This design comes from an exercise in tuning for small area on the open sky130 flow, not from production work. In this exercise RTL edits were held to simulation tests only and were not proved equivalent to the original. Power and IR drop assume default switching activity.

v47:
==> flow/design.v <==
module top(
  input  wire       mclk,
  input  wire       rst,
  input  wire [3:0] switch_in,
  output wire [6:0] SEG1,  
  output wire [6:0] SEG2,  
  output wire [6:0] SEG3,  
  output wire [6:0] SEG4,  
  output wire [6:0] SEG5,  
  output wire [6:0] SEG6,  
  output wire [7:0] LED
);
localparam [18:0] POL1 = 19'h2aaaa;
localparam [17:0] POL2 = 18'h2aaaa;
reg [18:0] r1;
reg        h1;
reg [17:0] r2;
reg        h2;
wire [18:0] x1 = r1 ^ POL1;
wire [17:0] x2 = r2 ^ POL2;
wire t1 = (r1 == (19'h32971 ^ POL1));
wire t2 = (r2 == (18'h01d62 ^ POL2));
wire tick1 = t1 & ~h1;
wire tick2 = t2 & ~h2;
wire [18:0] n1 = (rst | t1) ? 19'd0 : {x1[17:0], ~(x1[18] ^ x1[5])};
wire [17:0] n2 = (rst | t2) ? 18'd0 : {x2[16:0], ~(x2[17] ^ x2[6])};
always @(posedge mclk) begin
  r1 <= n1 ^ POL1;
  r2 <= n2 ^ POL2;
  if (rst | t1) h1 <= ~rst & ~h1;
  if (rst | t2) h2 <= ~rst & ~h2;
end
reg [3:0] s1n, s2, s3n, B;
wire [3:0] rise = s2 & s3n;
wire [3:0] fall = ~s3n & ~s2;
wire [3:0] rsel = {rise[3] & ~|rise[2:0], rise[2] & ~|rise[1:0], rise[1] & ~rise[0], rise[0]};
wire [3:0] fsel = {fall[3] & ~|fall[2:0], fall[2] & ~|fall[1:0], fall[1] & ~fall[0], fall[0]} & {4{~|rise}};
wire [3:0] press = rsel & ~B;
always @(posedge mclk) begin
  if (rst) begin
    s1n <= 4'hf; s2 <= 4'd0; s3n <= 4'hf; B <= 4'd0;
  end else begin
    s1n <= ~switch_in; s2 <= ~s1n; s3n <= ~s2;
    B <= (B | rsel) & ~fsel;
  end
end
function [2:0] cinc;
  input [2:0] c;
  cinc = {(c[2] & ~c[1]) | (c[1] & c[0]), (c[0] & ~c[1]) | (c[1] & ~c[0] & ~c[2]), ~c[0] & ~(c[2] & c[1])};
endfunction
reg m1, m2;           
reg [2:0] ct, ca;     
reg E;
always @(posedge mclk) begin
  if (rst | press[0]) begin m1 <= ~rst & ~m1 & ~m2; m2 <= ~rst & m1; end
  if (rst | (press[1] & m1)) ct <= cinc(ct) & {3{~rst}};
  if (rst | (press[1] & m2)) ca <= cinc(ca) & {3{~rst}};
  if (rst | press[3]) E <= ~rst & ~E;
end
function [3:0] inc10;
  input [3:0] d;
  inc10 = {(d[3] & ~d[0]) | (d[2] & d[1] & d[0]), d[2] ^ (d[1] & d[0]), d[1] ^ (d[0] & ~d[3]), ~d[0]};
endfunction
function [2:0] inc6;
  input [2:0] d;
  inc6 = {(d[2] & ~d[0]) | (d[1] & d[0]), d[1] ^ (d[0] & ~d[2]), ~d[0]};
endfunction
function [18:0] step;
  input [18:0] x;
  input [2:0]  c;
  input        en;
  reg [3:0] s, m, h;
  reg [2:0] s10, m10;
  reg h10, cy;
  begin
    {h10, h, m10, m, s10, s} = x;
    cy = en & (c == 3'd0);
    if (cy) begin cy = s[3] & s[0]; s = inc10(s); end
    cy = cy | (en & (c == 3'd1));
    if (cy) begin cy = s10[2] & s10[0]; s10 = inc6(s10); end
    cy = cy | (en & (c == 3'd2));
    if (cy) begin cy = m[3] & m[0]; m = inc10(m); end
    cy = cy | (en & (c == 3'd3));
    if (cy) begin cy = m10[2] & m10[0]; m10 = inc6(m10); end
    cy = cy | (en & (c == 3'd4));
    if (cy) begin
      if (h[3] & h[0]) begin h = 4'd0; h10 = ~h10; end
      else if (h10 & ~h[3] & ~h[2] & ~h[1] & h[0]) begin h = 4'd0; h10 = 1'b0; end
      else h = inc10(h);
    end
    if (en & (c == 3'd5)) h10 = ~h10;
    step = {h10, h, m10, m, s10, s};
  end
endfunction
reg [18:0] P, T, A;
wire [18:0] V = m1 ? T : (m2 ? A : P);
wire [2:0]  scur = m1 ? ct : (m2 ? ca : 3'd0);
wire        sen = (m1 | m2) ? press[2] : tick1;
wire [18:0] W = step(V, scur, sen) & {19{~rst}};    
always @(posedge mclk) begin
  if (rst | (~m1 & ~m2)) P <= W;
  else if (tick1 & m1)   P <= V;
  if (rst | m1) T <= W;
  if (rst | m2) A <= W;
end
wire s_ge = (P[3] & ~A[3]) | (~(P[3] ^ A[3]) & ((P[2] & ~A[2]) | (~(P[2] ^ A[2]) &
            ((P[1] & ~A[1]) | (~(P[1] ^ A[1]) & (P[0] | ~A[0]))))));
wire ring = E & (P[18:7] == A[18:7]) & (s_ge ? (P[6:4] == A[6:4]) : (P[6:4] == {A[6] ^ (A[5] & A[4]), A[5] ^ A[4], ~A[4]}));
reg K;
always @(posedge mclk) begin
  if (rst | tick2) K <= ~rst & ring & ~K;
end
assign LED = {m1, m2, E, {5{K}}};
wire [2:0]  cur = m1 ? ct : ca;
wire        blk = ~h2 & (m1 | m2);
function [6:0] dec4;
  input [3:0] d;
  begin
  dec4[0] = (~d[0]&~d[2]) | (d[0]&~d[1]&d[2]) | (d[1]&~d[3]) | (~d[1]&d[3]);
  dec4[1] = (~d[0]&~d[1]) | (~d[2]) | (d[0]&d[1]&~d[3]);
  dec4[2] = (~d[1]) | (d[0]&~d[2]) | (d[2]&~d[3]);
  dec4[3] = ~((~d[0]&~d[1]&d[2]) | (d[0]&d[1]&d[2]) | (d[0]&~d[1]&~d[2]&~d[3]));
  dec4[4] = ~((d[0]) | (~d[1]&d[2]));
  dec4[5] = ~((d[0]&d[1]) | (d[1]&~d[2]) | (d[0]&~d[2]&~d[3]));
  dec4[6] = ~((d[0]&d[1]&d[2]) | (~d[1]&~d[2]&~d[3]));
  end
endfunction
function [6:0] dec3;
  input [2:0] d;
  begin
  dec3[0] = ~((~d[0]&d[2]) | (d[0]&~d[1]&~d[2]));
  dec3[1] = (~d[0]&~d[1]) | (~d[2]);
  dec3[2] = (d[0]) | (~d[1]);
  dec3[3] = ~((~d[0]&d[2]) | (d[0]&~d[1]&~d[2]));
  dec3[4] = (~d[0]&~d[2]);
  dec3[5] = ~((d[1]) | (d[0]&~d[2]));
  dec3[6] = (d[1]&~d[2]) | (~d[1]&d[2]);
  end
endfunction
wire [5:0] bd = {6{blk}} & {cur == 3'd5, cur == 3'd4, cur == 3'd3, cur == 3'd2, cur == 3'd1, cur == 3'd0};
assign SEG6 = dec4(V[3:0] | {4{bd[0]}});
assign SEG5 = dec3({V[6] | bd[1], V[5] | bd[1], V[4] & ~bd[1]});
assign SEG4 = dec4(V[10:7] | {4{bd[2]}});
assign SEG3 = dec3({V[13] | bd[3], V[12] | bd[3], V[11] & ~bd[3]});
assign SEG2 = dec4(V[17:14] | {4{bd[4]}});
assign SEG1 = {1'b0, {3{~V[18] & ~bd[5]}}, {2{~bd[5]}}, ~V[18] & ~bd[5]};
endmodule
Settings: LEC_CHECK=0, ABC_AREA=1, CAP_MARGIN=20, CORE_MARGIN=2, CORE_UTILIZATION=40, SLEW_MARGIN=20; clock period 10.0 ns.
standard.sh (not shown) runs the stock make flow with config.mk's settings and CLKGATE_MAP_FILE= SYNTH_SCRIPT=/design/flow/synth_recipe.tcl, a recipe that flattens the netlist after the stock synthesis.
==> flow/flow/run.sh <==
#!/bin/bash
export BUFFER_PORTS_ARGS="-buffer_cell sky130_fd_sc_hd__buf_1"
export CTS_ARGS="-sink_clustering_enable -repair_clock_nets -dont_use_dummy_load -buf_list {sky130_fd_sc_hd__clkbuf_16} -root_buf sky130_fd_sc_hd__clkbuf_16 -sink_clustering_size 40 -sink_clustering_max_diameter 150"
bash standard.sh > standard.log 2>&1
v47 did not stop at any stage, and its layout met the timing, DRC and antenna checks.
## Diff of input files: v15 against v47
==> flow/flow/run.sh <==
#!/bin/bash
export BUFFER_PORTS_ARGS="-buffer_cell sky130_fd_sc_hd__buf_1"
export CTS_ARGS="-sink_clustering_enable -repair_clock_nets -dont_use_dummy_load -buf_list {sky130_fd_sc_hd__clkbuf_4} -root_buf sky130_fd_sc_hd__clkbuf_8"
bash standard.sh > standard.log 2>&1
[summary]
- Comparing v15 against v47, there is no change at all in core footprint.
- Total routed wirelength was lower in the run labelled v15.
- The first-pass GRT wire length of v47 and that of v15 are within noise of each other.
### v15 -> v51
- CORE_UTILIZATION: 40 -> 60
==> flow/flow/run.sh <==
#!/bin/bash
export BUFFER_PORTS_ARGS="-buffer_cell sky130_fd_sc_hd__buf_1"
export CTS_ARGS="-sink_clustering_enable -repair_clock_nets -dont_use_dummy_load -sink_clustering_size 24 -sink_clustering_max_diameter 80 -buf_list {sky130_fd_sc_hd__clkbuf_8}"
bash standard.sh > standard.log 2>&1
--- outcome ---
Final area was lower in the run labelled v15.
v51 falls short of v15 in clock power.
Number of flip-flops and latches across v51 and v15: no real change.
Against v15, first-iteration DRC count in v51 came out worse.
Re non-clock buffer total of the final layout: no difference whatsoever between v51 and v15.
Modified inputs, v2 compared to v51
- an added CTS_BUF_LIST of sky130_fd_sc_hd__clkbuf_8 sky130_fd_sc_hd__clkbuf_4
- a change of CORE_UTILIZATION from 60 to 40
==> flow/flow/run.sh <==
#!/bin/bash
cp standard.sh standard_sh_copy.log
cp config.mk config_mk_copy.log
export BUFFER_PORTS_ARGS="-buffer_cell sky130_fd_sc_hd__buf_1"
bash standard.sh > standard.log 2>&1
## What came out
- Summary: with v51 as the reference, per-cell via count in the routed design in v2 moved down by a few percent.
- Number of cells after detailed placement in v2 is about 6% higher than in v51
- Final critical-path required period in v2 is 0.089 ns below v51.

========
top, a different RTL version from the one above (not shown whole).
Size in the first run: roughly 600 cells after synthesis, about 120 flip-flops, roughly 56 I/O pins.
export LEC_CHECK = 0
export ABC_AREA = 0
export CAP_MARGIN = 20
export CORE_MARGIN = 2
export CORE_UTILIZATION = 40
export SLEW_MARGIN = 20
create_clock -name core_clock -period 10.0 [get_ports {mclk}]
==> flow/flow/run.sh <==
#!/bin/bash
# The standard layout (standard.sh), with two changes made through the
# variables ORFS reads:
#  - each port gets the smallest buffer cell (buf_1) as its port buffer;
#  - clock tree synthesis uses clkbuf_4 (clkbuf_8 at the root) and inserts no
#    dummy loads.
# All of make's output goes to standard.log in this folder.
export BUFFER_PORTS_ARGS="-buffer_cell sky130_fd_sc_hd__buf_1"
export CTS_ARGS="-sink_clustering_enable -repair_clock_nets -dont_use_dummy_load -buf_list {sky130_fd_sc_hd__clkbuf_4} -root_buf sky130_fd_sc_hd__clkbuf_4 -sink_clustering_levels 1 -sink_clustering_size 30 -sink_clustering_max_diameter 100"
bash standard.sh > standard.log 2>&1
The starting point passed the timing, DRC and antenna checks.
==> next run, changes <==
--- a/flow/flow/run.sh
+++ b/flow/flow/run.sh
@@ -9 +9,2 @@
-export CTS_ARGS="-sink_clustering_enable -repair_clock_nets -dont_use_dummy_load -buf_list {sky130_fd_sc_hd__clkbuf_4} -root_buf sky130_fd_sc_hd__clkbuf_4 -sink_clustering_levels 1 -sink_clustering_size 30 -sink_clustering_max_diameter 100"
+export CTS_ARGS="-sink_clustering_enable -repair_clock_nets -dont_use_dummy_load -buf_list {sky130_fd_sc_hd__clkbuf_4} -root_buf sky130_fd_sc_hd__clkbuf_4"
+export POST_FLOORPLAN_TCL="$(pwd)/flow/downsize.tcl"
==> flow/flow/downsize.tcl (new file) <==
# POST_FLOORPLAN hook: give every combinational cell the smallest-area drive
# strength of its own cell family (same function and pins). Placement's
# repair_design, which runs later in the standard flow, sizes back up or
# buffers whatever then needs more drive for slew or capacitance.
set dont_use_pats {}
if {[info exists ::env(DONT_USE_CELLS)]} { set dont_use_pats $::env(DONT_USE_CELLS) }
proc ds_dont_use {name pats} {
  foreach p $pats { if {[string match $p $name]} { return 1 } }
  return 0
}
set db [ord::get_db]
set block [ord::get_db_block]
set changed 0
set before 0.0
set after 0.0
foreach inst [$block getInsts] {
  set m [$inst getMaster]
  set name [$m getName]
  if {![regexp {^(sky130_fd_sc_hd__[a-z0-9]+)_([0-9]+)$} $name -> base drive]} { continue }
  if {[$m isSequential] || [$inst isFixed]} { continue }
  if {[regexp {clkbuf|clkinv|dly|conb|tap|fill|decap|diode} $base]} { continue }
  set best $m
  set barea [expr {double([$m getWidth]) * [$m getHeight]}]
  foreach d {0 1 2 3 4 6 8} {
    if {$d >= $drive} { break }
    set c [$db findMaster "${base}_$d"]
    if {$c == "NULL" || $c == ""} { continue }
    if {[ds_dont_use [$c getName] $dont_use_pats]} { continue }
    set a [expr {double([$c getWidth]) * [$c getHeight]}]
    if {$a < $barea} { set best $c; set barea $a }
  }
  if {$best != $m} {
    set before [expr {$before + double([$m getWidth]) * [$m getHeight]}]
    set after [expr {$after + $barea}]
    replace_cell [$inst getName] [$best getName]
    incr changed
  }
}
puts [format "downsize: %d cells resized, %.1f um2 -> %.1f um2" $changed [expr {$before / 1e6}] [expr {$after / 1e6}]]
The new run completed without violations.
Hold slack hardly moves.
Clock power hardly moves.
Count of clock-buffer cells in the layout stays the same.
Critical path depth does not change.
Synthesized cell count stays the same.
Cell area drops by 0.49%.
Sequential share of layout area grows by 0.24 points.
Worst setup slack is better by 0.15 ns.
Fmax grows by about 2.8%.
Utilization is lower by 0.21 points.
Power is about the same.
==> next run, changes <==
--- a/flow/flow/run.sh
+++ b/flow/flow/run.sh
@@ -9,2 +9 @@
-export CTS_ARGS="-sink_clustering_enable -repair_clock_nets -dont_use_dummy_load -buf_list {sky130_fd_sc_hd__clkbuf_4} -root_buf sky130_fd_sc_hd__clkbuf_4"
-export POST_FLOORPLAN_TCL="$(pwd)/flow/downsize.tcl"
+export CTS_ARGS="-sink_clustering_enable -repair_clock_nets -dont_use_dummy_load -buf_list {sky130_fd_sc_hd__clkbuf_2 sky130_fd_sc_hd__clkbuf_4} -root_buf sky130_fd_sc_hd__clkbuf_8"
removed: flow/flow/downsize.tcl
=> Die area stays the same; cell area went up by 0.55%; non-clock buffer count is unchanged; clock skew rises by 0.0096 ns; routed wire length decreases by 0.31%; synthesized area stays the same.
==> next run, changes <==
--- a/flow/flow/run.sh
+++ b/flow/flow/run.sh
@@ -9 +9,2 @@
-export CTS_ARGS="-sink_clustering_enable -repair_clock_nets -dont_use_dummy_load -buf_list {sky130_fd_sc_hd__clkbuf_2 sky130_fd_sc_hd__clkbuf_4} -root_buf sky130_fd_sc_hd__clkbuf_8"
+export CTS_ARGS="-sink_clustering_enable -repair_clock_nets -dont_use_dummy_load -buf_list {sky130_fd_sc_hd__clkbuf_4} -root_buf sky130_fd_sc_hd__clkbuf_8"
+export RECOVER_POWER=100
Effect: With this change the flow finished but fails on capacitance limit, slew limit; synthesized cell count is unchanged; clock-buffer cell count stays the same; cell count is unchanged; cell area fell by 0.51%.
==> next run, changes <==
--- a/flow/flow/run.sh
+++ b/flow/flow/run.sh
@@ -9,2 +9,2 @@
-export CTS_ARGS="-sink_clustering_enable -repair_clock_nets -dont_use_dummy_load -buf_list {sky130_fd_sc_hd__clkbuf_4} -root_buf sky130_fd_sc_hd__clkbuf_8"
-export RECOVER_POWER=100
+export CTS_ARGS="-sink_clustering_enable -repair_clock_nets -dont_use_dummy_load -buf_list {sky130_fd_sc_hd__clkbuf_4} -root_buf sky130_fd_sc_hd__clkbuf_4"
+export POST_FLOORPLAN_TCL="$(pwd)/flow/downsize.tcl"
==> flow/flow/downsize.tcl (new file) <==
# POST_FLOORPLAN hook: give every combinational cell the smallest-area drive
# strength of its own cell family (same function and pins). Placement's
# repair_design, which runs later in the standard flow, sizes back up or
# buffers whatever then needs more drive for slew or capacitance.
set dont_use_pats {}
if {[info exists ::env(DONT_USE_CELLS)]} { set dont_use_pats $::env(DONT_USE_CELLS) }
proc ds_dont_use {name pats} {
  foreach p $pats { if {[string match $p $name]} { return 1 } }
  return 0
}
set db [ord::get_db]
set block [ord::get_db_block]
set changed 0
set before 0.0
set after 0.0
foreach inst [$block getInsts] {
  set m [$inst getMaster]
  set name [$m getName]
  if {![regexp {^(sky130_fd_sc_hd__[a-z0-9]+)_([0-9]+)$} $name -> base drive]} { continue }
  if {[$m isSequential] || [$inst isFixed]} { continue }
  if {[regexp {clkbuf|clkinv|dly|conb|tap|fill|decap|diode} $base]} { continue }
  set best $m
  set barea [expr {double([$m getWidth]) * [$m getHeight]}]
  foreach d {0 1 2 3 4 6 8} {
    if {$d >= $drive} { break }
    set c [$db findMaster "${base}_$d"]
    if {$c == "NULL" || $c == ""} { continue }
    if {[ds_dont_use [$c getName] $dont_use_pats]} { continue }
    set a [expr {double([$c getWidth]) * [$c getHeight]}]
    if {$a < $barea} { set best $c; set barea $a }
  }
  if {$best != $m} {
    set before [expr {$before + double([$m getWidth]) * [$m getHeight]}]
    set after [expr {$after + $barea}]
    replace_cell [$inst getName] [$best getName]
    incr changed
  }
}
puts [format "downsize: %d cells resized, %.1f um2 -> %.1f um2" $changed [expr {$before / 1e6}] [expr {$after / 1e6}]]
--- a/flow/config.mk
+++ b/flow/config.mk
@@ -9 +9 @@
-export CAP_MARGIN = 20
+export CAP_MARGIN = 0
@@ -12 +12 @@
-export SLEW_MARGIN = 20
+export SLEW_MARGIN = 0
With this change the flow completed without violations.
Setup slack gets better by 1.2 ns.
Via count is lower by about 0.8%.
Design area is about the same.
Global-route usage is higher by 0.13 points.
Non-clock buffer count stays the same.
Routed wire length barely changes.
Die area does not change.
==> next run, changes <==
--- a/flow/flow/run.sh
+++ b/flow/flow/run.sh
@@ -9,2 +9 @@
-export CTS_ARGS="-sink_clustering_enable -repair_clock_nets -dont_use_dummy_load -buf_list {sky130_fd_sc_hd__clkbuf_4} -root_buf sky130_fd_sc_hd__clkbuf_4"
-export POST_FLOORPLAN_TCL="$(pwd)/flow/downsize.tcl"
+export CTS_ARGS="-sink_clustering_enable -repair_clock_nets -dont_use_dummy_load -buf_list {sky130_fd_sc_hd__clkbuf_4} -root_buf sky130_fd_sc_hd__clkbuf_8"
--- a/flow/config.mk
+++ b/flow/config.mk
@@ -9 +9 @@
-export CAP_MARGIN = 0
+export CAP_MARGIN = 20
@@ -12 +12 @@
-export SLEW_MARGIN = 0
+export SLEW_MARGIN = 20
removed: flow/flow/downsize.tcl
Result: Cell area rises slightly; wire length fell slightly; worst setup slack is worse by 0.039 ns; total power went up slightly; core utilization came out higher by 0.24 points; cell count stays flat; synthesized cell count does not change; die area is unchanged; combinational power stays flat; global-route usage went down by 0.13 points.

port drivers added, routing unchanged:
Ports are ideal in the flow. The routed layouts listed here were re-timed in OpenROAD. Step 1 assumes that a clkbuf_16 drives the clock port and a buf_2 every other input. Step 2 adds t to the input delays and takes it off the output delays; t is the mean of the earliest and latest rising clock arrival at the registers after step 1. Input paths then give back, and output paths get back, about the clock's delay inside the block. a / b / c = no drivers / after step 1 / after step 2; a / b = the first two.
run | shift t [ns] | setup slack, ns | hold slack, ns | worst slew at a driven data input, ns | cell pins on the clock port's net
v47 | 0.440 | 4.663 / 4.625 / 5.065 | 0.376 / 0.376 / 0.376 | 0.03 | 1
v15 | 0.430 | 4.662 / 4.624 / 5.055 | 0.368 / 0.368 / 0.368 | 0.03 | 1
v51 | 0.452 | 4.543 / 4.509 / 4.960 | 0.370 / 0.370 / 0.370 | 0.04 | 1
v2 | 0.463 | 4.632 / 4.597 / 5.059 | 0.379 / 0.379 / 0.379 | 0.03 | 1
the first run of note 2 | 0.542 | 4.521 / 4.484 / 5.027 | 0.355 / 0.355 / 0.355 | 0.03 | 1
the second run of note 2 | 0.561 | 4.669 / 4.633 / 5.194 | 0.352 / 0.352 / 0.352 | 0.03 | 1
the third run of note 2 | 0.434 | 4.631 / 4.597 / 5.031 | 0.355 / 0.355 / 0.355 | 0.03 | 1
the fourth run of note 2 | 0.433 | 3.438 / 3.404 / 3.837 | 0.356 / 0.356 / 0.356 | 0.03 | 1
the fifth run of note 2 | 0.561 | 4.669 / 4.633 / 5.194 | 0.352 / 0.352 / 0.352 | 0.03 | 1
the sixth run of note 2 | 0.434 | 4.631 / 4.597 / 5.031 | 0.355 / 0.355 / 0.355 | 0.03 | 1
